Background: an optimization exercise with open tools, aiming at small area, a short achievable clock period and few clock cycles per item. Do not read the settings as production practice. Function was not checked in any run shown here: the RTL went through the layout flow alone. Power is estimated from default activity; no workload was simulated.

==> design/flow/design.v <==
module mulN #(parameter N = 2)(input [N-1:0]a,b,output [2*N:0]res);
  wire [N-1:0][2*N:0]row;
  wire [N-1:0][2*N:0]shiftrow;
  wire [N-2:0][2*N:0] partialProd;
  genvar i,j;
  for(i=0;i<N;i=i+1) begin
    assign row[i][2*N:N] = {(N+1){1'b0}};
    for(j=0;j<N;j=j+1) begin
      assign row[i][j] = a[j]&b[i];
    end
    assign shiftrow[i] = row[i]<<i;
    if(i==N-1) begin
      assign res = shiftrow[i]+partialProd[i-1];
    end
    else if(i!=0) begin
      assign partialProd[i] = shiftrow[i] + partialProd[i-1];
    end
    else assign partialProd[i] = shiftrow[i];
  end
endmodule
module mul_top (
  input              clk,
  input              rst,
  input              in_valid,
  input      [15:0]  a,
  input      [15:0]  b,
  output             out_valid,
  output     [32:0]  res
);
  reg [15:0] a_q, b_q;
  always @(posedge clk) begin a_q <= a; b_q <= b; end
  reg [8:0] one_q, two_q, neg_q;
  always @(posedge clk) begin
    one_q[0] <= b[0] ^ 1'b0; two_q[0] <= (b[1] & ~b[0] & ~1'b0) | (~b[1] & b[0] & 1'b0); neg_q[0] <= b[1];
    one_q[1] <= b[2] ^ b[1]; two_q[1] <= (b[3] & ~b[2] & ~b[1]) | (~b[3] & b[2] & b[1]); neg_q[1] <= b[3];
    one_q[2] <= b[4] ^ b[3]; two_q[2] <= (b[5] & ~b[4] & ~b[3]) | (~b[5] & b[4] & b[3]); neg_q[2] <= b[5];
    one_q[3] <= b[6] ^ b[5]; two_q[3] <= (b[7] & ~b[6] & ~b[5]) | (~b[7] & b[6] & b[5]); neg_q[3] <= b[7];
    one_q[4] <= b[8] ^ b[7]; two_q[4] <= (b[9] & ~b[8] & ~b[7]) | (~b[9] & b[8] & b[7]); neg_q[4] <= b[9];
    one_q[5] <= b[10] ^ b[9]; two_q[5] <= (b[11] & ~b[10] & ~b[9]) | (~b[11] & b[10] & b[9]); neg_q[5] <= b[11];
    one_q[6] <= b[12] ^ b[11]; two_q[6] <= (b[13] & ~b[12] & ~b[11]) | (~b[13] & b[12] & b[11]); neg_q[6] <= b[13];
    one_q[7] <= b[14] ^ b[13]; two_q[7] <= (b[15] & ~b[14] & ~b[13]) | (~b[15] & b[14] & b[13]); neg_q[7] <= b[15];
    one_q[8] <= 1'b0 ^ b[15]; two_q[8] <= (1'b0 & ~1'b0 & ~b[15]) | (~1'b0 & 1'b0 & b[15]); neg_q[8] <= 1'b0;
  end
  reg [2:0] v;
  always @(posedge clk) begin
    if (rst) v <= 0;
    else v <= {v[1:0], in_valid};
  end
  assign out_valid = v[2];
  wire one_0 = one_q[0], two_0 = two_q[0], neg_0 = neg_q[0];
  wire one_1 = one_q[1], two_1 = two_q[1], neg_1 = neg_q[1];
  wire one_2 = one_q[2], two_2 = two_q[2], neg_2 = neg_q[2];
  wire one_3 = one_q[3], two_3 = two_q[3], neg_3 = neg_q[3];
  wire one_4 = one_q[4], two_4 = two_q[4], neg_4 = neg_q[4];
  wire one_5 = one_q[5], two_5 = two_q[5], neg_5 = neg_q[5];
  wire one_6 = one_q[6], two_6 = two_q[6], neg_6 = neg_q[6];
  wire one_7 = one_q[7], two_7 = two_q[7], neg_7 = neg_q[7];
  wire one_8 = one_q[8], two_8 = two_q[8], neg_8 = neg_q[8];
  wire pp_0_0 = ((one_0 & a_q[0]) | (two_0 & 1'b0)) ^ neg_0;
  wire pp_0_1 = ((one_0 & a_q[1]) | (two_0 & a_q[0])) ^ neg_0;
  wire pp_0_2 = ((one_0 & a_q[2]) | (two_0 & a_q[1])) ^ neg_0;
  wire pp_0_3 = ((one_0 & a_q[3]) | (two_0 & a_q[2])) ^ neg_0;
  wire pp_0_4 = ((one_0 & a_q[4]) | (two_0 & a_q[3])) ^ neg_0;
  wire pp_0_5 = ((one_0 & a_q[5]) | (two_0 & a_q[4])) ^ neg_0;
  wire pp_0_6 = ((one_0 & a_q[6]) | (two_0 & a_q[5])) ^ neg_0;
  wire pp_0_7 = ((one_0 & a_q[7]) | (two_0 & a_q[6])) ^ neg_0;
  wire pp_0_8 = ((one_0 & a_q[8]) | (two_0 & a_q[7])) ^ neg_0;
  wire pp_0_9 = ((one_0 & a_q[9]) | (two_0 & a_q[8])) ^ neg_0;
  wire pp_0_10 = ((one_0 & a_q[10]) | (two_0 & a_q[9])) ^ neg_0;
  wire pp_0_11 = ((one_0 & a_q[11]) | (two_0 & a_q[10])) ^ neg_0;
  wire pp_0_12 = ((one_0 & a_q[12]) | (two_0 & a_q[11])) ^ neg_0;
  wire pp_0_13 = ((one_0 & a_q[13]) | (two_0 & a_q[12])) ^ neg_0;
  wire pp_0_14 = ((one_0 & a_q[14]) | (two_0 & a_q[13])) ^ neg_0;
  wire pp_0_15 = ((one_0 & a_q[15]) | (two_0 & a_q[14])) ^ neg_0;
  wire pp_0_16 = ((one_0 & 1'b0) | (two_0 & a_q[15])) ^ neg_0;
  wire ns_0 = ~neg_0;
  wire pp_1_0 = ((one_1 & a_q[0]) | (two_1 & 1'b0)) ^ neg_1;
  wire pp_1_1 = ((one_1 & a_q[1]) | (two_1 & a_q[0])) ^ neg_1;
  wire pp_1_2 = ((one_1 & a_q[2]) | (two_1 & a_q[1])) ^ neg_1;
  wire pp_1_3 = ((one_1 & a_q[3]) | (two_1 & a_q[2])) ^ neg_1;
  wire pp_1_4 = ((one_1 & a_q[4]) | (two_1 & a_q[3])) ^ neg_1;
  wire pp_1_5 = ((one_1 & a_q[5]) | (two_1 & a_q[4])) ^ neg_1;
  wire pp_1_6 = ((one_1 & a_q[6]) | (two_1 & a_q[5])) ^ neg_1;
  wire pp_1_7 = ((one_1 & a_q[7]) | (two_1 & a_q[6])) ^ neg_1;
  wire pp_1_8 = ((one_1 & a_q[8]) | (two_1 & a_q[7])) ^ neg_1;
  wire pp_1_9 = ((one_1 & a_q[9]) | (two_1 & a_q[8])) ^ neg_1;
  wire pp_1_10 = ((one_1 & a_q[10]) | (two_1 & a_q[9])) ^ neg_1;
  wire pp_1_11 = ((one_1 & a_q[11]) | (two_1 & a_q[10])) ^ neg_1;
  wire pp_1_12 = ((one_1 & a_q[12]) | (two_1 & a_q[11])) ^ neg_1;
  wire pp_1_13 = ((one_1 & a_q[13]) | (two_1 & a_q[12])) ^ neg_1;
  wire pp_1_14 = ((one_1 & a_q[14]) | (two_1 & a_q[13])) ^ neg_1;
  wire pp_1_15 = ((one_1 & a_q[15]) | (two_1 & a_q[14])) ^ neg_1;
  wire pp_1_16 = ((one_1 & 1'b0) | (two_1 & a_q[15])) ^ neg_1;
  wire ns_1 = ~neg_1;
  wire pp_2_0 = ((one_2 & a_q[0]) | (two_2 & 1'b0)) ^ neg_2;
  wire pp_2_1 = ((one_2 & a_q[1]) | (two_2 & a_q[0])) ^ neg_2;
  wire pp_2_2 = ((one_2 & a_q[2]) | (two_2 & a_q[1])) ^ neg_2;
  wire pp_2_3 = ((one_2 & a_q[3]) | (two_2 & a_q[2])) ^ neg_2;
  wire pp_2_4 = ((one_2 & a_q[4]) | (two_2 & a_q[3])) ^ neg_2;
  wire pp_2_5 = ((one_2 & a_q[5]) | (two_2 & a_q[4])) ^ neg_2;
  wire pp_2_6 = ((one_2 & a_q[6]) | (two_2 & a_q[5])) ^ neg_2;
  wire pp_2_7 = ((one_2 & a_q[7]) | (two_2 & a_q[6])) ^ neg_2;
  wire pp_2_8 = ((one_2 & a_q[8]) | (two_2 & a_q[7])) ^ neg_2;
  wire pp_2_9 = ((one_2 & a_q[9]) | (two_2 & a_q[8])) ^ neg_2;
  wire pp_2_10 = ((one_2 & a_q[10]) | (two_2 & a_q[9])) ^ neg_2;
  wire pp_2_11 = ((one_2 & a_q[11]) | (two_2 & a_q[10])) ^ neg_2;
  wire pp_2_12 = ((one_2 & a_q[12]) | (two_2 & a_q[11])) ^ neg_2;
  wire pp_2_13 = ((one_2 & a_q[13]) | (two_2 & a_q[12])) ^ neg_2;
  wire pp_2_14 = ((one_2 & a_q[14]) | (two_2 & a_q[13])) ^ neg_2;
  wire pp_2_15 = ((one_2 & a_q[15]) | (two_2 & a_q[14])) ^ neg_2;
  wire pp_2_16 = ((one_2 & 1'b0) | (two_2 & a_q[15])) ^ neg_2;
  wire ns_2 = ~neg_2;
  wire pp_3_0 = ((one_3 & a_q[0]) | (two_3 & 1'b0)) ^ neg_3;
  wire pp_3_1 = ((one_3 & a_q[1]) | (two_3 & a_q[0])) ^ neg_3;
  wire pp_3_2 = ((one_3 & a_q[2]) | (two_3 & a_q[1])) ^ neg_3;
  wire pp_3_3 = ((one_3 & a_q[3]) | (two_3 & a_q[2])) ^ neg_3;
  wire pp_3_4 = ((one_3 & a_q[4]) | (two_3 & a_q[3])) ^ neg_3;
  wire pp_3_5 = ((one_3 & a_q[5]) | (two_3 & a_q[4])) ^ neg_3;
  wire pp_3_6 = ((one_3 & a_q[6]) | (two_3 & a_q[5])) ^ neg_3;
  wire pp_3_7 = ((one_3 & a_q[7]) | (two_3 & a_q[6])) ^ neg_3;
  wire pp_3_8 = ((one_3 & a_q[8]) | (two_3 & a_q[7])) ^ neg_3;
  wire pp_3_9 = ((one_3 & a_q[9]) | (two_3 & a_q[8])) ^ neg_3;
  wire pp_3_10 = ((one_3 & a_q[10]) | (two_3 & a_q[9])) ^ neg_3;
  wire pp_3_11 = ((one_3 & a_q[11]) | (two_3 & a_q[10])) ^ neg_3;
  wire pp_3_12 = ((one_3 & a_q[12]) | (two_3 & a_q[11])) ^ neg_3;
  wire pp_3_13 = ((one_3 & a_q[13]) | (two_3 & a_q[12])) ^ neg_3;
  wire pp_3_14 = ((one_3 & a_q[14]) | (two_3 & a_q[13])) ^ neg_3;
  wire pp_3_15 = ((one_3 & a_q[15]) | (two_3 & a_q[14])) ^ neg_3;
  wire pp_3_16 = ((one_3 & 1'b0) | (two_3 & a_q[15])) ^ neg_3;
  wire ns_3 = ~neg_3;
  wire pp_4_0 = ((one_4 & a_q[0]) | (two_4 & 1'b0)) ^ neg_4;
  wire pp_4_1 = ((one_4 & a_q[1]) | (two_4 & a_q[0])) ^ neg_4;
  wire pp_4_2 = ((one_4 & a_q[2]) | (two_4 & a_q[1])) ^ neg_4;
  wire pp_4_3 = ((one_4 & a_q[3]) | (two_4 & a_q[2])) ^ neg_4;
  wire pp_4_4 = ((one_4 & a_q[4]) | (two_4 & a_q[3])) ^ neg_4;
  wire pp_4_5 = ((one_4 & a_q[5]) | (two_4 & a_q[4])) ^ neg_4;
  wire pp_4_6 = ((one_4 & a_q[6]) | (two_4 & a_q[5])) ^ neg_4;
  wire pp_4_7 = ((one_4 & a_q[7]) | (two_4 & a_q[6])) ^ neg_4;
  wire pp_4_8 = ((one_4 & a_q[8]) | (two_4 & a_q[7])) ^ neg_4;
  wire pp_4_9 = ((one_4 & a_q[9]) | (two_4 & a_q[8])) ^ neg_4;
  wire pp_4_10 = ((one_4 & a_q[10]) | (two_4 & a_q[9])) ^ neg_4;
  wire pp_4_11 = ((one_4 & a_q[11]) | (two_4 & a_q[10])) ^ neg_4;
  wire pp_4_12 = ((one_4 & a_q[12]) | (two_4 & a_q[11])) ^ neg_4;
  wire pp_4_13 = ((one_4 & a_q[13]) | (two_4 & a_q[12])) ^ neg_4;
  wire pp_4_14 = ((one_4 & a_q[14]) | (two_4 & a_q[13])) ^ neg_4;
  wire pp_4_15 = ((one_4 & a_q[15]) | (two_4 & a_q[14])) ^ neg_4;
  wire pp_4_16 = ((one_4 & 1'b0) | (two_4 & a_q[15])) ^ neg_4;
  wire ns_4 = ~neg_4;
  wire pp_5_0 = ((one_5 & a_q[0]) | (two_5 & 1'b0)) ^ neg_5;
  wire pp_5_1 = ((one_5 & a_q[1]) | (two_5 & a_q[0])) ^ neg_5;
  wire pp_5_2 = ((one_5 & a_q[2]) | (two_5 & a_q[1])) ^ neg_5;
  wire pp_5_3 = ((one_5 & a_q[3]) | (two_5 & a_q[2])) ^ neg_5;
  wire pp_5_4 = ((one_5 & a_q[4]) | (two_5 & a_q[3])) ^ neg_5;
  wire pp_5_5 = ((one_5 & a_q[5]) | (two_5 & a_q[4])) ^ neg_5;
  wire pp_5_6 = ((one_5 & a_q[6]) | (two_5 & a_q[5])) ^ neg_5;
  wire pp_5_7 = ((one_5 & a_q[7]) | (two_5 & a_q[6])) ^ neg_5;
  wire pp_5_8 = ((one_5 & a_q[8]) | (two_5 & a_q[7])) ^ neg_5;
  wire pp_5_9 = ((one_5 & a_q[9]) | (two_5 & a_q[8])) ^ neg_5;
  wire pp_5_10 = ((one_5 & a_q[10]) | (two_5 & a_q[9])) ^ neg_5;
  wire pp_5_11 = ((one_5 & a_q[11]) | (two_5 & a_q[10])) ^ neg_5;
  wire pp_5_12 = ((one_5 & a_q[12]) | (two_5 & a_q[11])) ^ neg_5;
  wire pp_5_13 = ((one_5 & a_q[13]) | (two_5 & a_q[12])) ^ neg_5;
  wire pp_5_14 = ((one_5 & a_q[14]) | (two_5 & a_q[13])) ^ neg_5;
  wire pp_5_15 = ((one_5 & a_q[15]) | (two_5 & a_q[14])) ^ neg_5;
  wire pp_5_16 = ((one_5 & 1'b0) | (two_5 & a_q[15])) ^ neg_5;
  wire ns_5 = ~neg_5;
  wire pp_6_0 = ((one_6 & a_q[0]) | (two_6 & 1'b0)) ^ neg_6;
  wire pp_6_1 = ((one_6 & a_q[1]) | (two_6 & a_q[0])) ^ neg_6;
  wire pp_6_2 = ((one_6 & a_q[2]) | (two_6 & a_q[1])) ^ neg_6;
  wire pp_6_3 = ((one_6 & a_q[3]) | (two_6 & a_q[2])) ^ neg_6;
  wire pp_6_4 = ((one_6 & a_q[4]) | (two_6 & a_q[3])) ^ neg_6;
  wire pp_6_5 = ((one_6 & a_q[5]) | (two_6 & a_q[4])) ^ neg_6;
  wire pp_6_6 = ((one_6 & a_q[6]) | (two_6 & a_q[5])) ^ neg_6;
  wire pp_6_7 = ((one_6 & a_q[7]) | (two_6 & a_q[6])) ^ neg_6;
  wire pp_6_8 = ((one_6 & a_q[8]) | (two_6 & a_q[7])) ^ neg_6;
  wire pp_6_9 = ((one_6 & a_q[9]) | (two_6 & a_q[8])) ^ neg_6;
  wire pp_6_10 = ((one_6 & a_q[10]) | (two_6 & a_q[9])) ^ neg_6;
  wire pp_6_11 = ((one_6 & a_q[11]) | (two_6 & a_q[10])) ^ neg_6;
  wire pp_6_12 = ((one_6 & a_q[12]) | (two_6 & a_q[11])) ^ neg_6;
  wire pp_6_13 = ((one_6 & a_q[13]) | (two_6 & a_q[12])) ^ neg_6;
  wire pp_6_14 = ((one_6 & a_q[14]) | (two_6 & a_q[13])) ^ neg_6;
  wire pp_6_15 = ((one_6 & a_q[15]) | (two_6 & a_q[14])) ^ neg_6;
  wire pp_6_16 = ((one_6 & 1'b0) | (two_6 & a_q[15])) ^ neg_6;
  wire ns_6 = ~neg_6;
  wire pp_7_0 = ((one_7 & a_q[0]) | (two_7 & 1'b0)) ^ neg_7;
  wire pp_7_1 = ((one_7 & a_q[1]) | (two_7 & a_q[0])) ^ neg_7;
  wire pp_7_2 = ((one_7 & a_q[2]) | (two_7 & a_q[1])) ^ neg_7;
  wire pp_7_3 = ((one_7 & a_q[3]) | (two_7 & a_q[2])) ^ neg_7;
  wire pp_7_4 = ((one_7 & a_q[4]) | (two_7 & a_q[3])) ^ neg_7;
  wire pp_7_5 = ((one_7 & a_q[5]) | (two_7 & a_q[4])) ^ neg_7;
  wire pp_7_6 = ((one_7 & a_q[6]) | (two_7 & a_q[5])) ^ neg_7;
  wire pp_7_7 = ((one_7 & a_q[7]) | (two_7 & a_q[6])) ^ neg_7;
  wire pp_7_8 = ((one_7 & a_q[8]) | (two_7 & a_q[7])) ^ neg_7;
  wire pp_7_9 = ((one_7 & a_q[9]) | (two_7 & a_q[8])) ^ neg_7;
  wire pp_7_10 = ((one_7 & a_q[10]) | (two_7 & a_q[9])) ^ neg_7;
  wire pp_7_11 = ((one_7 & a_q[11]) | (two_7 & a_q[10])) ^ neg_7;
  wire pp_7_12 = ((one_7 & a_q[12]) | (two_7 & a_q[11])) ^ neg_7;
  wire pp_7_13 = ((one_7 & a_q[13]) | (two_7 & a_q[12])) ^ neg_7;
  wire pp_7_14 = ((one_7 & a_q[14]) | (two_7 & a_q[13])) ^ neg_7;
  wire pp_7_15 = ((one_7 & a_q[15]) | (two_7 & a_q[14])) ^ neg_7;
  wire pp_7_16 = ((one_7 & 1'b0) | (two_7 & a_q[15])) ^ neg_7;
  wire ns_7 = ~neg_7;
  wire pp_8_0 = one_8 & a_q[0];
  wire pp_8_1 = one_8 & a_q[1];
  wire pp_8_2 = one_8 & a_q[2];
  wire pp_8_3 = one_8 & a_q[3];
  wire pp_8_4 = one_8 & a_q[4];
  wire pp_8_5 = one_8 & a_q[5];
  wire pp_8_6 = one_8 & a_q[6];
  wire pp_8_7 = one_8 & a_q[7];
  wire pp_8_8 = one_8 & a_q[8];
  wire pp_8_9 = one_8 & a_q[9];
  wire pp_8_10 = one_8 & a_q[10];
  wire pp_8_11 = one_8 & a_q[11];
  wire pp_8_12 = one_8 & a_q[12];
  wire pp_8_13 = one_8 & a_q[13];
  wire pp_8_14 = one_8 & a_q[14];
  wire pp_8_15 = one_8 & a_q[15];
  wire s1, c2;
  mul_ha u_s1 (pp_0_10, pp_1_8, s1, c2);
  wire s3, c4;
  mul_ha u_s3 (pp_0_11, pp_1_9, s3, c4);
  wire s5, c6;
  mul_fa u_s5 (pp_0_12, pp_1_10, pp_2_8, s5, c6);
  wire s7, c8;
  mul_ha u_s7 (pp_3_6, pp_4_4, s7, c8);
  wire s9, c10;
  mul_fa u_s9 (pp_0_13, pp_1_11, pp_2_9, s9, c10);
  wire s11, c12;
  mul_ha u_s11 (pp_3_7, pp_4_5, s11, c12);
  wire s13, c14;
  mul_fa u_s13 (pp_0_14, pp_1_12, pp_2_10, s13, c14);
  wire s15, c16;
  mul_fa u_s15 (pp_3_8, pp_4_6, pp_5_4, s15, c16);
  wire s17, c18;
  mul_ha u_s17 (pp_6_2, pp_7_0, s17, c18);
  wire s19, c20;
  mul_fa u_s19 (pp_0_15, pp_1_13, pp_2_11, s19, c20);
  wire s21, c22;
  mul_fa u_s21 (pp_3_9, pp_4_7, pp_5_5, s21, c22);
  wire s23, c24;
  mul_ha u_s23 (pp_6_3, pp_7_1, s23, c24);
  wire s25, c26;
  mul_fa u_s25 (pp_0_16, pp_1_14, pp_2_12, s25, c26);
  wire s27, c28;
  mul_fa u_s27 (pp_3_10, pp_4_8, pp_5_6, s27, c28);
  wire s29, c30;
  mul_fa u_s29 (pp_6_4, pp_7_2, pp_8_0, s29, c30);
  wire s31, c32;
  mul_fa u_s31 (pp_1_15, pp_2_13, pp_3_11, s31, c32);
  wire s33, c34;
  mul_fa u_s33 (pp_4_9, pp_5_7, pp_6_5, s33, c34);
  wire s35, c36;
  mul_fa u_s35 (pp_7_3, pp_8_1, neg_0, s35, c36);
  wire s37, c38;
  mul_fa u_s37 (pp_1_16, pp_2_14, pp_3_12, s37, c38);
  wire s39, c40;
  mul_fa u_s39 (pp_4_10, pp_5_8, pp_6_6, s39, c40);
  wire s41, c42;
  mul_fa u_s41 (pp_7_4, pp_8_2, neg_0, s41, c42);
  wire s43, c44;
  mul_fa u_s43 (ns_1, pp_2_15, pp_3_13, s43, c44);
  wire s45, c46;
  mul_fa u_s45 (pp_4_11, pp_5_9, pp_6_7, s45, c46);
  wire s47, c48;
  mul_fa u_s47 (pp_7_5, pp_8_3, ns_0, s47, c48);
  wire s49, c50;
  mul_fa1 u_s49 (pp_2_16, pp_3_14, s49, c50);
  wire s51, c52;
  mul_fa u_s51 (pp_4_12, pp_5_10, pp_6_8, s51, c52);
  wire s53, c54;
  mul_ha u_s53 (pp_7_6, pp_8_4, s53, c54);
  wire s55, c56;
  mul_fa u_s55 (ns_2, pp_3_15, pp_4_13, s55, c56);
  wire s57, c58;
  mul_fa u_s57 (pp_5_11, pp_6_9, pp_7_7, s57, c58);
  wire s59, c60;
  mul_fa1 u_s59 (pp_3_16, pp_4_14, s59, c60);
  wire s61, c62;
  mul_ha u_s61 (pp_5_12, pp_6_10, s61, c62);
  wire s63, c64;
  mul_fa u_s63 (ns_3, pp_4_15, pp_5_13, s63, c64);
  wire s65, c66;
  mul_ha u_s65 (1'b1, pp_4_16, s65, c66);
  wire s67, c68;
  mul_ha u_s67 (pp_0_6, pp_1_4, s67, c68);
  wire s69, c70;
  mul_ha u_s69 (pp_0_7, pp_1_5, s69, c70);
  wire s71, c72;
  mul_fa u_s71 (pp_0_8, pp_1_6, pp_2_4, s71, c72);
  wire s73, c74;
  mul_ha u_s73 (pp_3_2, pp_4_0, s73, c74);
  wire s75, c76;
  mul_fa u_s75 (pp_0_9, pp_1_7, pp_2_5, s75, c76);
  wire s77, c78;
  mul_ha u_s77 (pp_3_3, pp_4_1, s77, c78);
  wire s79, c80;
  mul_fa u_s79 (s1, pp_2_6, pp_3_4, s79, c80);
  wire s81, c82;
  mul_fa u_s81 (pp_4_2, pp_5_0, neg_5, s81, c82);
  wire s83, c84;
  mul_fa u_s83 (s3, pp_2_7, pp_3_5, s83, c84);
  wire s85, c86;
  mul_fa u_s85 (pp_4_3, pp_5_1, c2, s85, c86);
  wire s87, c88;
  mul_fa u_s87 (s5, s7, pp_5_2, s87, c88);
  wire s89, c90;
  mul_fa u_s89 (pp_6_0, neg_6, c4, s89, c90);
  wire s91, c92;
  mul_fa u_s91 (s9, s11, pp_5_3, s91, c92);
  wire s93, c94;
  mul_fa u_s93 (pp_6_1, c6, c8, s93, c94);
  wire s95, c96;
  mul_fa u_s95 (s13, s15, s17, s95, c96);
  wire s97, c98;
  mul_fa u_s97 (neg_7, c10, c12, s97, c98);
  wire s99, c100;
  mul_fa u_s99 (s19, s21, s23, s99, c100);
  wire s101, c102;
  mul_fa u_s101 (c14, c16, c18, s101, c102);
  wire s103, c104;
  mul_fa u_s103 (s25, s27, s29, s103, c104);
  wire s105, c106;
  mul_fa u_s105 (c20, c22, c24, s105, c106);
  wire s107, c108;
  mul_fa u_s107 (s31, s33, s35, s107, c108);
  wire s109, c110;
  mul_fa u_s109 (c26, c28, c30, s109, c110);
  wire s111, c112;
  mul_fa u_s111 (s37, s39, s41, s111, c112);
  wire s113, c114;
  mul_fa u_s113 (c32, c34, c36, s113, c114);
  wire s115, c116;
  mul_fa u_s115 (s43, s45, s47, s115, c116);
  wire s117, c118;
  mul_fa u_s117 (c38, c40, c42, s117, c118);
  wire s119, c120;
  mul_fa u_s119 (s49, s51, s53, s119, c120);
  wire s121, c122;
  mul_fa u_s121 (c44, c46, c48, s121, c122);
  wire s123, c124;
  mul_fa u_s123 (s55, s57, pp_8_5, s123, c124);
  wire s125, c126;
  mul_fa u_s125 (c50, c52, c54, s125, c126);
  wire s127, c128;
  mul_fa u_s127 (s59, s61, pp_7_8, s127, c128);
  wire s129, c130;
  mul_fa u_s129 (pp_8_6, c56, c58, s129, c130);
  wire s131, c132;
  mul_fa u_s131 (s63, pp_6_11, pp_7_9, s131, c132);
  wire s133, c134;
  mul_fa u_s133 (pp_8_7, c60, c62, s133, c134);
  wire s135, c136;
  mul_fa u_s135 (s65, pp_5_14, pp_6_12, s135, c136);
  wire s137, c138;
  mul_fa u_s137 (pp_7_10, pp_8_8, c64, s137, c138);
  wire s139, c140;
  mul_fa u_s139 (ns_4, pp_5_15, pp_6_13, s139, c140);
  wire s141, c142;
  mul_fa u_s141 (pp_7_11, pp_8_9, c66, s141, c142);
  wire s143, c144;
  mul_fa1 u_s143 (pp_5_16, pp_6_14, s143, c144);
  wire s145, c146;
  mul_ha u_s145 (pp_7_12, pp_8_10, s145, c146);
  wire s147, c148;
  mul_fa u_s147 (ns_5, pp_6_15, pp_7_13, s147, c148);
  wire s149, c150;
  mul_ha u_s149 (1'b1, pp_6_16, s149, c150);
  wire s151, c152;
  mul_ha u_s151 (pp_0_4, pp_1_2, s151, c152);
  wire s153, c154;
  mul_ha u_s153 (pp_0_5, pp_1_3, s153, c154);
  wire s155, c156;
  mul_fa u_s155 (s67, pp_2_2, pp_3_0, s155, c156);
  wire s157, c158;
  mul_fa u_s157 (s69, pp_2_3, pp_3_1, s157, c158);
  wire s159, c160;
  mul_fa u_s159 (s71, s73, neg_4, s159, c160);
  wire s161, c162;
  mul_fa u_s161 (s75, s77, c72, s161, c162);
  wire s163, c164;
  mul_fa u_s163 (s79, s81, c76, s163, c164);
  wire s165, c166;
  mul_fa u_s165 (s83, s85, c80, s165, c166);
  wire s167, c168;
  mul_fa u_s167 (s87, s89, c84, s167, c168);
  wire s169, c170;
  mul_fa u_s169 (s91, s93, c88, s169, c170);
  wire s171, c172;
  mul_fa u_s171 (s95, s97, c92, s171, c172);
  wire s173, c174;
  mul_fa u_s173 (s99, s101, c96, s173, c174);
  wire s175, c176;
  mul_fa u_s175 (s103, s105, c100, s175, c176);
  wire s177, c178;
  mul_fa u_s177 (s107, s109, c104, s177, c178);
  wire s179, c180;
  mul_fa u_s179 (s111, s113, c108, s179, c180);
  wire s181, c182;
  mul_fa u_s181 (s115, s117, c112, s181, c182);
  wire s183, c184;
  mul_fa u_s183 (s119, s121, c116, s183, c184);
  wire s185, c186;
  mul_fa u_s185 (s123, s125, c120, s185, c186);
  wire s187, c188;
  mul_fa u_s187 (s127, s129, c124, s187, c188);
  wire s189, c190;
  mul_fa u_s189 (s131, s133, c128, s189, c190);
  wire s191, c192;
  mul_fa u_s191 (s135, s137, c132, s191, c192);
  wire s193, c194;
  mul_fa u_s193 (s139, s141, c136, s193, c194);
  wire s195, c196;
  mul_fa u_s195 (s143, s145, c140, s195, c196);
  wire s197, c198;
  mul_fa u_s197 (s147, pp_8_11, c144, s197, c198);
  wire s199, c200;
  mul_fa u_s199 (s149, pp_7_14, pp_8_12, s199, c200);
  wire s201, c202;
  mul_fa u_s201 (ns_6, pp_7_15, pp_8_13, s201, c202);
  wire s203, c204;
  mul_ha u_s203 (1'b1, pp_7_16, s203, c204);
  wire s205, c206;
  mul_ha u_s205 (pp_0_2, pp_1_0, s205, c206);
  wire s207, c208;
  mul_ha u_s207 (pp_0_3, pp_1_1, s207, c208);
  wire s209, c210;
  mul_fa u_s209 (s151, pp_2_0, neg_2, s209, c210);
  wire s211, c212;
  mul_fa u_s211 (s153, pp_2_1, c152, s211, c212);
  wire s213, c214;
  mul_fa u_s213 (s155, neg_3, c154, s213, c214);
  wire s215, c216;
  mul_fa u_s215 (s157, c68, c156, s215, c216);
  wire s217, c218;
  mul_fa u_s217 (s159, c70, c158, s217, c218);
  wire s219, c220;
  mul_fa u_s219 (s161, c74, c160, s219, c220);
  wire s221, c222;
  mul_fa u_s221 (s163, c78, c162, s221, c222);
  wire s223, c224;
  mul_fa u_s223 (s165, c82, c164, s223, c224);
  wire s225, c226;
  mul_fa u_s225 (s167, c86, c166, s225, c226);
  wire s227, c228;
  mul_fa u_s227 (s169, c90, c168, s227, c228);
  wire s229, c230;
  mul_fa u_s229 (s171, c94, c170, s229, c230);
  wire s231, c232;
  mul_fa u_s231 (s173, c98, c172, s231, c232);
  wire s233, c234;
  mul_fa u_s233 (s175, c102, c174, s233, c234);
  wire s235, c236;
  mul_fa u_s235 (s177, c106, c176, s235, c236);
  wire s237, c238;
  mul_fa u_s237 (s179, c110, c178, s237, c238);
  wire s239, c240;
  mul_fa u_s239 (s181, c114, c180, s239, c240);
  wire s241, c242;
  mul_fa u_s241 (s183, c118, c182, s241, c242);
  wire s243, c244;
  mul_fa u_s243 (s185, c122, c184, s243, c244);
  wire s245, c246;
  mul_fa u_s245 (s187, c126, c186, s245, c246);
  wire s247, c248;
  mul_fa u_s247 (s189, c130, c188, s247, c248);
  wire s249, c250;
  mul_fa u_s249 (s191, c134, c190, s249, c250);
  wire s251, c252;
  mul_fa u_s251 (s193, c138, c192, s251, c252);
  wire s253, c254;
  mul_fa u_s253 (s195, c142, c194, s253, c254);
  wire s255, c256;
  mul_fa u_s255 (s197, c146, c196, s255, c256);
  wire s257, c258;
  mul_fa u_s257 (s199, c148, c198, s257, c258);
  wire s259, c260;
  mul_fa u_s259 (s201, c150, c200, s259, c260);
  wire s261, c262;
  mul_fa u_s261 (s203, pp_8_14, c202, s261, c262);
  wire s263, c264;
  mul_fa u_s263 (ns_7, pp_8_15, c204, s263, c264);
  reg [63:0] rtree;
  always @(posedge clk) rtree <= {c264, c262, s263, c260, s261, c258, s259, c256, s257, c254, s255, c252, s253, c250, s251, c248, s249, c246, s247, c244, s245, c242, s243, c240, s241, c238, s239, c236, s237, c234, s235, c232, s233, c230, s231, c228, s229, c226, s227, c224, s225, c222, s223, c220, s221, c218, s219, c216, s217, c214, s215, c212, s213, c210, s211, c208, s209, c206, s207, neg_1, s205, pp_0_1, neg_0, pp_0_0};
  wire [31:0] fa_a = {rtree[61], rtree[59], rtree[57], rtree[55], rtree[53], rtree[51], rtree[49], rtree[47], rtree[45], rtree[43], rtree[41], rtree[39], rtree[37], rtree[35], rtree[33], rtree[31], rtree[29], rtree[27], rtree[25], rtree[23], rtree[21], rtree[19], rtree[17], rtree[15], rtree[13], rtree[11], rtree[9], rtree[7], rtree[5], rtree[3], rtree[2], rtree[0]};
  wire [31:0] fa_b = {rtree[62], rtree[60], rtree[58], rtree[56], rtree[54], rtree[52], rtree[50], rtree[48], rtree[46], rtree[44], rtree[42], rtree[40], rtree[38], rtree[36], rtree[34], rtree[32], rtree[30], rtree[28], rtree[26], rtree[24], rtree[22], rtree[20], rtree[18], rtree[16], rtree[14], rtree[12], rtree[10], rtree[8], rtree[6], rtree[4], 1'b0, rtree[1]};
  wire [31:0] prod = fa_a + fa_b;
  reg [31:0] res_q;
  always @(posedge clk) res_q <= prod;
  assign res = {1'b0, res_q};
endmodule
module mul_fa (input a, input b, input c, output s, output co);
  assign s = a ^ b ^ c;
  assign co = (a & b) | (a & c) | (b & c);
endmodule
module mul_fa1 (input a, input b, output s, output co);
  assign s = ~(a ^ b);
  assign co = a | b;
endmodule
module mul_ha (input a, input b, output s, output co);
  assign s = a ^ b;
  assign co = a & b;
endmodule
==> design/flow/flow/run.sh <==
# Standard ORFS layout (the standard.sh) with plain buf_1 port buffers
# and a tighter setup-repair target; the SDC and clock period are unchanged.
export BUFFER_PORTS_ARGS="-buffer_cell sky130_fd_sc_hd__buf_1"
bash standard.sh SETUP_SLACK_MARGIN=7  finish > standard.log 2>&1
==> design/flow/standard.sh <==
#!/bin/bash
# synth_recipe.tcl (not shown) runs the flow's synth.tcl, then flattens the netlist and writes it again
# the make line also repeats each setting of config.mk as NAME=value (left out here)
make -C /OpenROAD-flow-scripts/flow DESIGN_CONFIG=/design/flow/config.mk WORK_HOME=/design/flow/orfs CLKGATE_MAP_FILE= SYNTH_SCRIPT=/design/flow/synth_recipe.tcl "${@:-finish}"
==> design/flow/config.mk <==
export PLATFORM = sky130hd
export DESIGN_NAME = mul_top
export DESIGN_NICKNAME = mul_top
export VERILOG_FILES = /design/flow/design.v
export SDC_FILE = /design/flow/constraint.sdc
export NUM_CORES = 4
export LEC_CHECK = 0
export CAP_MARGIN = 20
export CORE_MARGIN = 2
export CORE_UTILIZATION = 40
export SLEW_MARGIN = 20
export SYNTH_HIERARCHICAL = 1
==> design/flow/constraint.sdc <==
create_clock -name core_clock -period 10.0 [get_ports {clk}]
set_input_delay 2.0000 -clock core_clock [delete_from_list [all_inputs] [get_ports {clk}]]
set_output_delay 2.0000 -clock core_clock [all_outputs]
set_load 0.01 [all_outputs]
==> out/results.ini, run 1 <==
[run_status]
status=timing/DRC/antenna clean

[timing]
fin_crit_ps=3001
period_share_pct=30.01
skew_ps=17.37
tightest_slew_ps=510.6
rsz0062_at_grt=true
slew_violations=0
final-setup-viol-count=0
hold_viol_final=0
fmax_mhz=333.2
max-slew-margin-rel_pct=65.67
fin_setup_tns_ps=0

[power]
vdd_drop_max_v=0.0001085
finalPower_uw=3540
leakage_uw=0.004462
power_density_nw_per_um2=313.0

[synth]
synth_edf_count=0
yosys.area_share.simple_pct=6.439
syn_area_um2=9832
synth.avg_cell_area_um2=10.49
synth_flop_cell=dfxtp_1
yosysWarningCount=7
synth_compound_gate_area_share_pct=16.44
async_flop_share_pct=0
synth_xor_xnor_area_share_pct=14.97
synth_fa_ha_area_share_pct=29.07
synth_mux_area_share_pct=0.1018
synth_cell_types=57
seq_area_frac_synth_pct=28.10
syn_inst=937
synth_top_family_by_area=adder cells
ys_ff_latch=138

[final_layout]
area_delta_synth_final_pct=15.05
antenna_cells=0
drive_gt1_share_pct=13.22
nNetsFinal=1176

[setup_path]
startpoint_type=flip-flop
cp_max_fo=15
crit_type=reg2reg
required_ps=10290
arrival_ps=3290
end_kind=flip-flop

[floorplan]
rows=57
die_w_um=160.8
die_h_um=160.8
core_area_um2=24250
start_util_pct=40.55
io_pins=69
die_area_um2=25850

[clocking]
cts_tree=done
cts_buffers=17
clk_latency_ps=430
cts.clk_slew.worst_paths_ps=70
root_buffer=clkbuf_16
htreeDepth=4
clock_path_buffers=2
holdBufCountCts=0
cts_sinks=138

[drt]
firstDrtPassIters=5
vias=7004
wl_per_cell_um=18.83
drc_errors=0
drt_first_iter_violations=569
wirelength_um=24760
via_per_inst=5.326
ant_nets=0

[place]
port_buffers=67
dp_hpwl_um=16490
place.gp.congestion=0.8557

[grt]
grt_pass1_wl_um=38520
grt_max_degree=36
grt_remaining_overflow=0
track_usage_pct=19.17
grt_pass1_vias=7054
antenna_found_initial=0

[run]
cap_violations=0

[worst_hold_path]
min_path_type=reg2reg

## per-module statistics from Yosys (local to each module, per instance)
module,cells inside,copies in the design,area [um^2],flops+latches
mul_top,793,1,7317,138
mul_fa1,5,3,27.53,0
mul_ha,1,20,12.51,0
mul_fa,1,109,20.02,0
## cells in the final DEF, fill, tap and decap left out, drive strengths merged, types with 17 or more instances in the layout
master / Yosys / layout
o21ai: 21 / 21
buf: 11 / 109
clkbuf: 81 / 23
and2: 18 / 18
ha: 54 / 54
fa: 109 / 109
a22oi: 121 / 121
a21oi: 30 / 30
xnor2: 147 / 147
dfxtp: 138 / 138
inv: 31 / 35
nand2: 32 / 32
a21o: 17 / 17
xor2: 21 / 21
## kinds of logic (layout without fill, tap and decap cells)
group | Yosys count | after routing
flip-flops | 138 | 138
buffers and inverters | 123 | 175
other | 2 | 4
XOR/XNOR | 168 | 168
adder cells (fa/ha/maj) | 163 | 163
AND/OR/NAND/NOR | 117 | 117
multiplexers | 1 | 1
AO/OA/AOI/OAI | 225 | 225
## cell usage after synthesis (6+ instances only)
master | number | share of area, %
nand2b_1 | 9 | 0.57
a211oi_1 | 6 | 0.46
nand2_1 | 32 | 1.2
nor2_1 | 15 | 0.57
nand3b_1 | 7 | 0.53
ha_1 | 54 | 6.9
o21ai_1 | 6 | 0.31
nand4_1 | 9 | 0.57
o21ai_0 | 15 | 0.76
buf_2 | 6 | 0.31
a21o_1 | 17 | 1.3
inv_1 | 31 | 1.2
dfxtp_1 | 138 | 28
a21oi_1 | 29 | 1.5
fa_1 | 109 | 22
xor2_1 | 21 | 1.9
and2_1 | 18 | 1.1
clkbuf_1 | 81 | 3.1
xnor2_1 | 147 | 13
a22oi_1 | 121 | 9.2
## timing repair
action / 4_1_cts / 5_1_grt
resized for setup: 69 / 21
setup buffers: 5 / 35
setup endpoints to repair: 34 / 22
pin swaps: 0 / 12
## report_power, final
group          leakage (uW)  internal [uW]  switching, uW
Clock              0.000300            403            253
Sequential          0.00118            784            102
Combinational       0.00299            895           1100
## sequential cells by signal, summed over array words and instances (netlist names)
name	flops
res_q	32
v	3
one_q	8
two_q	8
neg_q	8
rtree	63
a_q	16
## worst paths after layout
check / startpoint / endpoint / slack, ps / cells after the start
max reg2reg: a_q[9]$_DFF_P_ / rtree[37]$_DFF_P_ / 7000 / 6
min: v[1]$_SDFF_PP0_ / v[2]$_SDFF_PP0_ / 450 / 1
max: a_q[9]$_DFF_P_ / rtree[37]$_DFF_P_ / 7000 / 6
min reg2reg: v[1]$_SDFF_PP0_ / v[2]$_SDFF_PP0_ / 450 / 1
## metal layers
layer  up-vias  GRT usage (%)  routed length, um  part of all wire (%)
met1      3380          26.34              11370                    46
met2       310          29.57              11040                    45
met3        35          4.158               1835                   7.4
met4         0          7.630                512                   2.1
met5         -              0                  0                     0
li1       3279              -                  -                     -
## area by class of cell
class                   instances  area [um^2]
flip-flops and latches        138         2895
fillers                      2313        12940
repair buffers                112        635.6
inverters                      31        116.4
clock inverters                12        161.4
well taps                     324        405.4
clock buffers                  20        446.7
multi-input cells             678         6651
## through the flow
stage / std cells / utilization [%] / hold WS [ps] / instance area (um^2) / setup WS [ps]
3_5_place_dp: 1243 / 41.98 / 437.7 / 10180 / 6474
4_1_cts: 1280 / 45.18 / 452.1 / 10950 / 7001
5_1_grt: 1315 / 46.65 / 461.5 / 11310 / 6932
2_1_floorplan: 939 / - / 330.0 / 10000 / 6986
3_3_place_gp: 1243 / 41.97 / 417.3 / 10180 / 6452
6_report: 1315 / 46.65 / 447.1 / 11310 / 6999
## worst max-delay path, cell delays in order (launching register included)
cell and delay [ps]:
dfxtp_4 490, a22oi_1 140, xnor2_1 220, fa_1 470
fa_1 560, fa_1 460, fa_1 520
==> inputs of run 2 (changes only) <==
--- a/design/flow/design.v
+++ b/design/flow/design.v
@@ -421,68 +421,87 @@
   wire s203, c204;
   mul_ha u_s203 (1'b1, pp_7_16, s203, c204);
+  wire [13:0] lsum_st3 = {2'b0, {s165, s163, s161, s159, s157, s155, s153, s151, pp_0_3, pp_0_2, pp_0_1, pp_0_0}} + {2'b0, {c82, c78, c74, c70, c68, neg_3, pp_2_1, pp_2_0, pp_1_1, pp_1_0, 1'b0, neg_0}} + {2'b0, {c164, c162, c160, c158, c156, c154, c152, neg_2, 1'b0, neg_1, 1'b0, 1'b0}};
+  reg [73:0] rst3;
+  always @(posedge clk) rst3 <= {c204, pp_8_15, ns_7, c202, pp_8_14, s203, c200, c150, s201, c198, c148, s199, c196, c146, s197, c194, c142, s195, c192, c138, s193, c190, c134, s191, c188, c130, s189, c186, c126, s187, c184, c122, s185, c182, c118, s183, c180, c114, s181, c178, c110, s179, c176, c106, s177, c174, c102, s175, c172, c98, s173, c170, c94, s171, lsum_st3[13], c168, c90, s169, lsum_st3[12], c166, c86, s167, lsum_st3[11], lsum_st3[10], lsum_st3[9], lsum_st3[8], lsum_st3[7], lsum_st3[6], lsum_st3[5], lsum_st3[4], lsum_st3[3], lsum_st3[2], lsum_st3[1], lsum_st3[0]};
   wire s205, c206;
-  mul_ha u_s205 (pp_0_2, pp_1_0, s205, c206);
+  mul_fa u_s205 (rst3[12], rst3[13], rst3[14], s205, c206);
   wire s207, c208;
-  mul_ha u_s207 (pp_0_3, pp_1_1, s207, c208);
+  mul_fa u_s207 (rst3[16], rst3[17], rst3[18], s207, c208);
   wire s209, c210;
-  mul_fa u_s209 (s151, pp_2_0, neg_2, s209, c210);
+  mul_fa u_s209 (rst3[20], rst3[21], rst3[22], s209, c210);
   wire s211, c212;
-  mul_fa u_s211 (s153, pp_2_1, c152, s211, c212);
+  mul_fa u_s211 (rst3[23], rst3[24], rst3[25], s211, c212);
   wire s213, c214;
-  mul_fa u_s213 (s155, neg_3, c154, s213, c214);
+  mul_fa u_s213 (rst3[26], rst3[27], rst3[28], s213, c214);
   wire s215, c216;
-  mul_fa u_s215 (s157, c68, c156, s215, c216);
+  mul_fa u_s215 (rst3[29], rst3[30], rst3[31], s215, c216);
   wire s217, c218;
-  mul_fa u_s217 (s159, c70, c158, s217, c218);
+  mul_fa u_s217 (rst3[32], rst3[33], rst3[34], s217, c218);
   wire s219, c220;
-  mul_fa u_s219 (s161, c74, c160, s219, c220);
+  mul_fa u_s219 (rst3[35], rst3[36], rst3[37], s219, c220);
   wire s221, c222;
-  mul_fa u_s221 (s163, c78, c162, s221, c222);
+  mul_fa u_s221 (rst3[38], rst3[39], rst3[40], s221, c222);
   wire s223, c224;
-  mul_fa u_s223 (s165, c82, c164, s223, c224);
+  mul_fa u_s223 (rst3[41], rst3[42], rst3[43], s223, c224);
   wire s225, c226;
-  mul_fa u_s225 (s167, c86, c166, s225, c226);
+  mul_fa u_s225 (rst3[44], rst3[45], rst3[46], s225, c226);
   wire s227, c228;
-  mul_fa u_s227 (s169, c90, c168, s227, c228);
+  mul_fa u_s227 (rst3[47], rst3[48], rst3[49], s227, c228);
   wire s229, c230;
-  mul_fa u_s229 (s171, c94, c170, s229, c230);
+  mul_fa u_s229 (rst3[50], rst3[51], rst3[52], s229, c230);
   wire s231, c232;
-  mul_fa u_s231 (s173, c98, c172, s231, c232);
+  mul_fa u_s231 (rst3[53], rst3[54], rst3[55], s231, c232);
   wire s233, c234;
-  mul_fa u_s233 (s175, c102, c174, s233, c234);
+  mul_fa u_s233 (rst3[56], rst3[57], rst3[58], s233, c234);
   wire s235, c236;
-  mul_fa u_s235 (s177, c106, c176, s235, c236);
+  mul_fa u_s235 (rst3[59], rst3[60], rst3[61], s235, c236);
   wire s237, c238;
-  mul_fa u_s237 (s179, c110, c178, s237, c238);
+  mul_fa u_s237 (rst3[62], rst3[63], rst3[64], s237, c238);
   wire s239, c240;
-  mul_fa u_s239 (s181, c114, c180, s239, c240);
+  mul_fa u_s239 (rst3[65], rst3[66], rst3[67], s239, c240);
   wire s241, c242;
-  mul_fa u_s241 (s183, c118, c182, s241, c242);
+  mul_fa u_s241 (rst3[68], rst3[69], rst3[70], s241, c242);
   wire s243, c244;
-  mul_fa u_s243 (s185, c122, c184, s243, c244);
+  mul_fa u_s243 (rst3[71], rst3[72], rst3[73], s243, c244);
   wire s245, c246;
-  mul_fa u_s245 (s187, c126, c186, s245, c246);
+  mul_ha u_s245 (s207, rst3[19], s245, c246);
   wire s247, c248;
-  mul_fa u_s247 (s189, c130, c188, s247, c248);
+  mul_ha u_s247 (s209, c208, s247, c248);
   wire s249, c250;
-  mul_fa u_s249 (s191, c134, c190, s249, c250);
+  mul_ha u_s249 (s211, c210, s249, c250);
   wire s251, c252;
-  mul_fa u_s251 (s193, c138, c192, s251, c252);
+  mul_ha u_s251 (s213, c212, s251, c252);
   wire s253, c254;
-  mul_fa u_s253 (s195, c142, c194, s253, c254);
+  mul_ha u_s253 (s215, c214, s253, c254);
   wire s255, c256;
-  mul_fa u_s255 (s197, c146, c196, s255, c256);
+  mul_ha u_s255 (s217, c216, s255, c256);
   wire s257, c258;
-  mul_fa u_s257 (s199, c148, c198, s257, c258);
+  mul_ha u_s257 (s219, c218, s257, c258);
   wire s259, c260;
-  mul_fa u_s259 (s201, c150, c200, s259, c260);
+  mul_ha u_s259 (s221, c220, s259, c260);
   wire s261, c262;
-  mul_fa u_s261 (s203, pp_8_14, c202, s261, c262);
+  mul_ha u_s261 (s223, c222, s261, c262);
   wire s263, c264;
-  mul_fa u_s263 (ns_7, pp_8_15, c204, s263, c264);
-  reg [63:0] rtree;
-  always @(posedge clk) rtree <= {c264, c262, s263, c260, s261, c258, s259, c256, s257, c254, s255, c252, s253, c250, s251, c248, s249, c246, s247, c244, s245, c242, s243, c240, s241, c238, s239, c236, s237, c234, s235, c232, s233, c230, s231, c228, s229, c226, s227, c224, s225, c222, s223, c220, s221, c218, s219, c216, s217, c214, s215, c212, s213, c210, s211, c208, s209, c206, s207, neg_1, s205, pp_0_1, neg_0, pp_0_0};
-  wire [31:0] fa_a = {rtree[61], rtree[59], rtree[57], rtree[55], rtree[53], rtree[51], rtree[49], rtree[47], rtree[45], rtree[43], rtree[41], rtree[39], rtree[37], rtree[35], rtree[33], rtree[31], rtree[29], rtree[27], rtree[25], rtree[23], rtree[21], rtree[19], rtree[17], rtree[15], rtree[13], rtree[11], rtree[9], rtree[7], rtree[5], rtree[3], rtree[2], rtree[0]};
-  wire [31:0] fa_b = {rtree[62], rtree[60], rtree[58], rtree[56], rtree[54], rtree[52], rtree[50], rtree[48], rtree[46], rtree[44], rtree[42], rtree[40], rtree[38], rtree[36], rtree[34], rtree[32], rtree[30], rtree[28], rtree[26], rtree[24], rtree[22], rtree[20], rtree[18], rtree[16], rtree[14], rtree[12], rtree[10], rtree[8], rtree[6], rtree[4], 1'b0, rtree[1]};
+  mul_ha u_s263 (s225, c224, s263, c264);
+  wire s265, c266;
+  mul_ha u_s265 (s227, c226, s265, c266);
+  wire s267, c268;
+  mul_ha u_s267 (s229, c228, s267, c268);
+  wire s269, c270;
+  mul_ha u_s269 (s231, c230, s269, c270);
+  wire s271, c272;
+  mul_ha u_s271 (s233, c232, s271, c272);
+  wire s273, c274;
+  mul_ha u_s273 (s235, c234, s273, c274);
+  wire s275, c276;
+  mul_ha u_s275 (s237, c236, s275, c276);
+  wire s277, c278;
+  mul_ha u_s277 (s239, c238, s277, c278);
+  wire s279, c280;
+  mul_ha u_s279 (s241, c240, s279, c280);
+  wire s281, c282;
+  mul_ha u_s281 (s243, c242, s281, c282);
+  wire [31:0] fa_a = {s281, s279, s277, s275, s273, s271, s269, s267, s265, s263, s261, s259, s257, s255, s253, s251, s249, s247, s245, s205, rst3[11], rst3[10], rst3[9], rst3[8], rst3[7], rst3[6], rst3[5], rst3[4], rst3[3], rst3[2], rst3[1], rst3[0]};
+  wire [31:0] fa_b = {c280, c278, c276, c274, c272, c270, c268, c266, c264, c262, c260, c258, c256, c254, c252, c250, c248, c246, c206, rst3[15], 1'b0, 1'b0, 1'b0, 1'b0, 1'b0, 1'b0, 1'b0, 1'b0, 1'b0, 1'b0, 1'b0, 1'b0};
   wire [31:0] prod = fa_a + fa_b;
   reg [31:0] res_q;
==> design/flow/flow/run.sh (replaced) <==
# Standard ORFS layout (the standard.sh) with plain buf_1 port buffers
# and a tighter setup-repair target; the SDC and clock period are unchanged.
export BUFFER_PORTS_ARGS="-buffer_cell sky130_fd_sc_hd__buf_1"
bash standard.sh SETUP_SLACK_MARGIN=7.2  finish > standard.log 2>&1
==> run 2 against run 1 <==
Compared with the run above:
- still clean
- flip-flop and latch count grew 11
- synthesized area grew 1.6%
- worst setup slack lost 580 ps
- non-clock buffer count grew 11
- combinational power grew about 70%
- global-route usage shrank 0.61 points
- critical path depth grew 6
- die area grew 1.6%
- critical path type unchanged
- largest cell class unchanged
- highest routed layer unchanged
==> out/results.ini, run 2 <==
[setup_path]
cp_max_fo=6  ; was 15
r2r_start=a_q[7]$_DFF_P_  ; was a_q[9]$_DFF_P_
crit_type=reg2reg  ; unchanged
worst_path_max_delay_cell=fa_2  ; was fa_1
regToRegEndpoint=rst3[11]$_DFF_P_  ; was rtree[37]$_DFF_P_
critPathTopFamily=adder cells  ; unchanged
slowest_delay_ps=590  ; was 560 ps
r2r_slack_ps=6420  ; was 7000 ps
reg2reg_depth=12  ; was 6
arrival_ps=3950  ; was 3290 ps
worstPathCellList=buf_8, a22oi_2, xnor2_2, fa_1, fa_2, fa_1, ha_4, a21o_4, a2111oi_4, o31ai_2, a21oi_1, xnor2_1  ; was a22oi_1, xnor2_1, fa_1, fa_1, fa_1, fa_1
end_kind=flip-flop  ; unchanged
crit_buf_inv=1  ; was 0
cpMostUsedCell=fa_1  ; unchanged
startpoint_type=flip-flop  ; unchanged
required_ps=10370  ; was 10290 ps

[final_layout]
nNetsFinal=1198  ; was 1176
area_delta_synth_final_pct=21.80  ; was 15.05%
stdcell_count=1319  ; was 1315
antenna_cells=0  ; unchanged
drive_gt1_share_pct=23.12  ; was 13.22%
largest-register=rst3  ; was rtree
mostFrequentLayoutCells=xnor2_1 (147), dfxtp_1 (109), fa_1 (107)  ; was xnor2_1 (145), a22oi_1 (115), fa_1 (108)
largestRegisters=rst3 (74), res_q (32), a_q (16)  ; was rtree (63), res_q (32), a_q (16)
largest_reg_flops=74  ; was 63
final_util_pct=49.90  ; was 46.65%
final_common_cell=xnor2_1  ; unchanged

[timing]
skew_ps=16.32  ; was 17.37 ps
rsz0062_at_grt=true  ; unchanged
period_share_pct=35.81  ; was 30.01%
fin_crit_ps=3581  ; was 3001 ps
fmax_mhz=279.2  ; was 333.2 MHz
hold_viol_final=0  ; unchanged
fin_setup_tns_ps=0  ; unchanged
fin_ws_ps=6419  ; was 6999 ps
final-setup-viol-count=0  ; unchanged
slew_violations=0  ; unchanged

[grt]
grt_remaining_overflow=0  ; unchanged
grt_max_degree=36  ; unchanged
grt_pass1_wl_um=38090  ; was 38520 um
track_usage_pct=18.56  ; was 19.17%
antenna_found_initial=0  ; unchanged
grt_pass1_vias=7228  ; was 7054

[floorplan]
start_util_pct=40.97  ; was 40.55%
die_h_um=162.1  ; was 160.8 um
die_w_um=162.1  ; was 160.8 um
core_area_um2=24390  ; was 24250 um^2
io_pins=69  ; unchanged
rows=57  ; unchanged
die_area_um2=26260  ; was 25850 um^2

[run]
cap_violations=0  ; unchanged

[synth]
synth.avg_cell_area_um2=10.84  ; was 10.49 um^2
seq_area_frac_synth_pct=29.85  ; was 28.10%
ys_ff_latch=149  ; was 138
synth_edf_count=0  ; unchanged
ys_top_cells_by_count=dfxtp_1 (149), xnor2_1 (149), a22oi_1 (121)  ; was xnor2_1 (147), dfxtp_1 (138), a22oi_1 (121)
synth_cell_types=50  ; was 57
synthTopCellsByArea=dfxtp_1 (30%), fa_1 (22%), xnor2_1 (13%)  ; was dfxtp_1 (28%), fa_1 (22%), xnor2_1 (13%)
syn_inst=922  ; was 937
synth_top_area_cell=dfxtp_1  ; unchanged
synth_top_area_share_pct=29.85  ; was 28.10%
yosysWarningCount=7  ; unchanged
synth_flop_cell=dfxtp_1  ; unchanged
syn_area_um2=9993  ; was 9832 um^2
async_flop_share_pct=0  ; unchanged

[place]
dpl_worst_slack_ps=6016  ; was 6474 ps
dp_hpwl_um=15880  ; was 16490 um
place.gp.congestion=0.8553  ; was 0.8557
port_buffers=67  ; unchanged
place_inst=1249  ; was 1243

[clocking]
cts.clk_slew.worst_paths_ps=70  ; about the same
cts_sinks=149  ; was 138
cts_buffers=17  ; unchanged
holdBufCountCts=0  ; unchanged
htreeDepth=4  ; unchanged
cts_tree=done  ; unchanged
clock_path_buffers=2  ; unchanged
root_buffer=clkbuf_16  ; unchanged
clk_latency_ps=430  ; about the same

[run_status]
status=timing/DRC/antenna clean  ; unchanged

[drt]
ant_nets=0  ; unchanged
drt_first_iter_violations=410  ; was 569
drc_errors=0  ; unchanged
firstDrtPassIters=6  ; was 5
via_per_inst=5.255  ; was 5.326
wl_per_cell_um=17.92  ; was 18.83 um
vias=6932  ; was 7004
wirelength_um=23630  ; was 24760 um

[power]
leakage_uw=0.004805  ; was 0.004462 uW
power_density_nw_per_um2=409.6  ; was 313.0 nW/um^2
finalPower_uw=4986  ; was 3540 uW
vdd_drop_max_v=0.0002074  ; was 0.0001085 V

[worst_hold_path]
min_from=rst3[4]$_DFF_P_  ; was v[1]$_SDFF_PP0_
min_path_cells=0  ; was 1
holdPathEnd=res_q[4]$_DFF_P_  ; was v[2]$_SDFF_PP0_
min_path_type=reg2reg  ; unchanged

==> run 2: cell types whose count changed in the layout (fill, tap and decap cells not counted), moves of 9 or more <==
| cell | previous run | this run |
|---|---|---|
| buf_1 | 67 | 34 |
| dfxtp_2 | 1 | 27 |
| dfxtp_4 | 35 | 13 |
| ha_4 | 0 | 22 |
| buf_2 | 0 | 18 |
| buf_6 | 5 | 19 |
| a21oi_1 | 29 | 17 |
| buf_4 | 34 | 45 |
| a22oi_1 | 115 | 106 |
| a22oi_2 | 6 | 15 |
==> run 2: how the worst max path moves through the flow <==
stage,startpoint,endpoint,slack [ps],cells past startpoint
after CTS,a_q[7]$_DFF_P_,rst3[15]$_DFF_P_,6420,13
after global placement,a_q[8]$_DFF_P_,rst3[15]$_DFF_P_,6060,11
final,a_q[7]$_DFF_P_,rst3[11]$_DFF_P_,6420,12
after floorplan,two_q[1]$_DFF_P_,rst3[15]$_DFF_P_,6450,14
after global routing,a_q[8]$_DFF_P_,rst3[15]$_DFF_P_,6280,12
after detailed placement,a_q[6]$_DFF_P_,rst3[11]$_DFF_P_,6020,11
==> run 2: repair_timing <==
action	4_1_cts	5_1_grt
cloned	0	1
setup endpoints to repair	70	56
buffers inserted	28	9
resized for setup	109	69
pin swaps	12	21
==> run 2: power breakdown <==
part	switching [uW]	internal, uW
Sequential	106	849
Clock	269	355
Combinational	1680	1730
==> run 2: routing by layer <==
layer  vias up  track usage [%]  part of all wire [%]
met3        34            4.750                   6.3
li1       3244                -                     -
met1      3414            25.82                    47
met2       240            28.59                    45
met4         0            5.511                   2.0
met5         -                0                     0
==> run 2: area by class of cell <==
type                       instances  area (um^2)
timing repair buffer             123        899.6
fill                            2187        12220
sequential                       149         3065
tap                              324        405.4
clock inverter                    11        116.4
multi-input combinational        657         7107
inverter                          34        127.6
clock buffer                      21        450.4
==> run 2: modules after synthesis (local to each module, per instance) <==
module / copies in the design / cells inside
mul_ha: 37 / 1
mul_fa1: 3 / 5
mul_top: 1 / 769
mul_fa: 101 / 1
==> run 2: cells by family after synthesis <==
| kind of cell | Yosys count | share of synthesized area (%) |
|---|---|---|
| XOR/XNOR | 167 | 14.77 |
| multiplexers | 1 | 0.1127 |
| AND/OR/NAND/NOR | 99 | 5.309 |
| adder cells (fa/ha/maj) | 181 | 30.85 |
| other | 2 | 0.07515 |
| AO/OA/AOI/OAI | 205 | 14.51 |
| buffers and inverters | 118 | 4.520 |
| flip-flops | 149 | 29.85 |
==> run 2: stage by stage <==
| step | hold slack (ps) | area, um^2 |
|---|---|---|
| after floorplan | 309.6 | 10330 |
| after global placement | 313.4 | 10610 |
| after detailed placement | 313.5 | 10610 |
| after CTS | 325.5 | 11730 |
| after global routing | 324.9 | 12170 |
| final | 320.3 | 12170 |

==> separate check: timing with driven ports <==
How much do the figures lean on ideal ports? The routed layouts below were timed once more, with nothing changed but the port constraints.
Step 1, drivers: a clkbuf_16 drives clk and a buf_2 each remaining input, both assumed.
Step 2 also shifts input and output timing later by t, the mid clock arrival at the registers, as if the neighbouring blocks saw the same clock.
Slacks: ideal ports / drivers / drivers and shift; pairs: ideal ports / drivers.
run	shift t [ns]	setup slack, ns	worst slew at a driven data input, ns
run 1	0.462	6.999 / 6.999 / 6.999	0.04
run 2	0.467	6.419 / 6.419 / 6.419	0.04
After both steps every run listed still meets setup and hold.
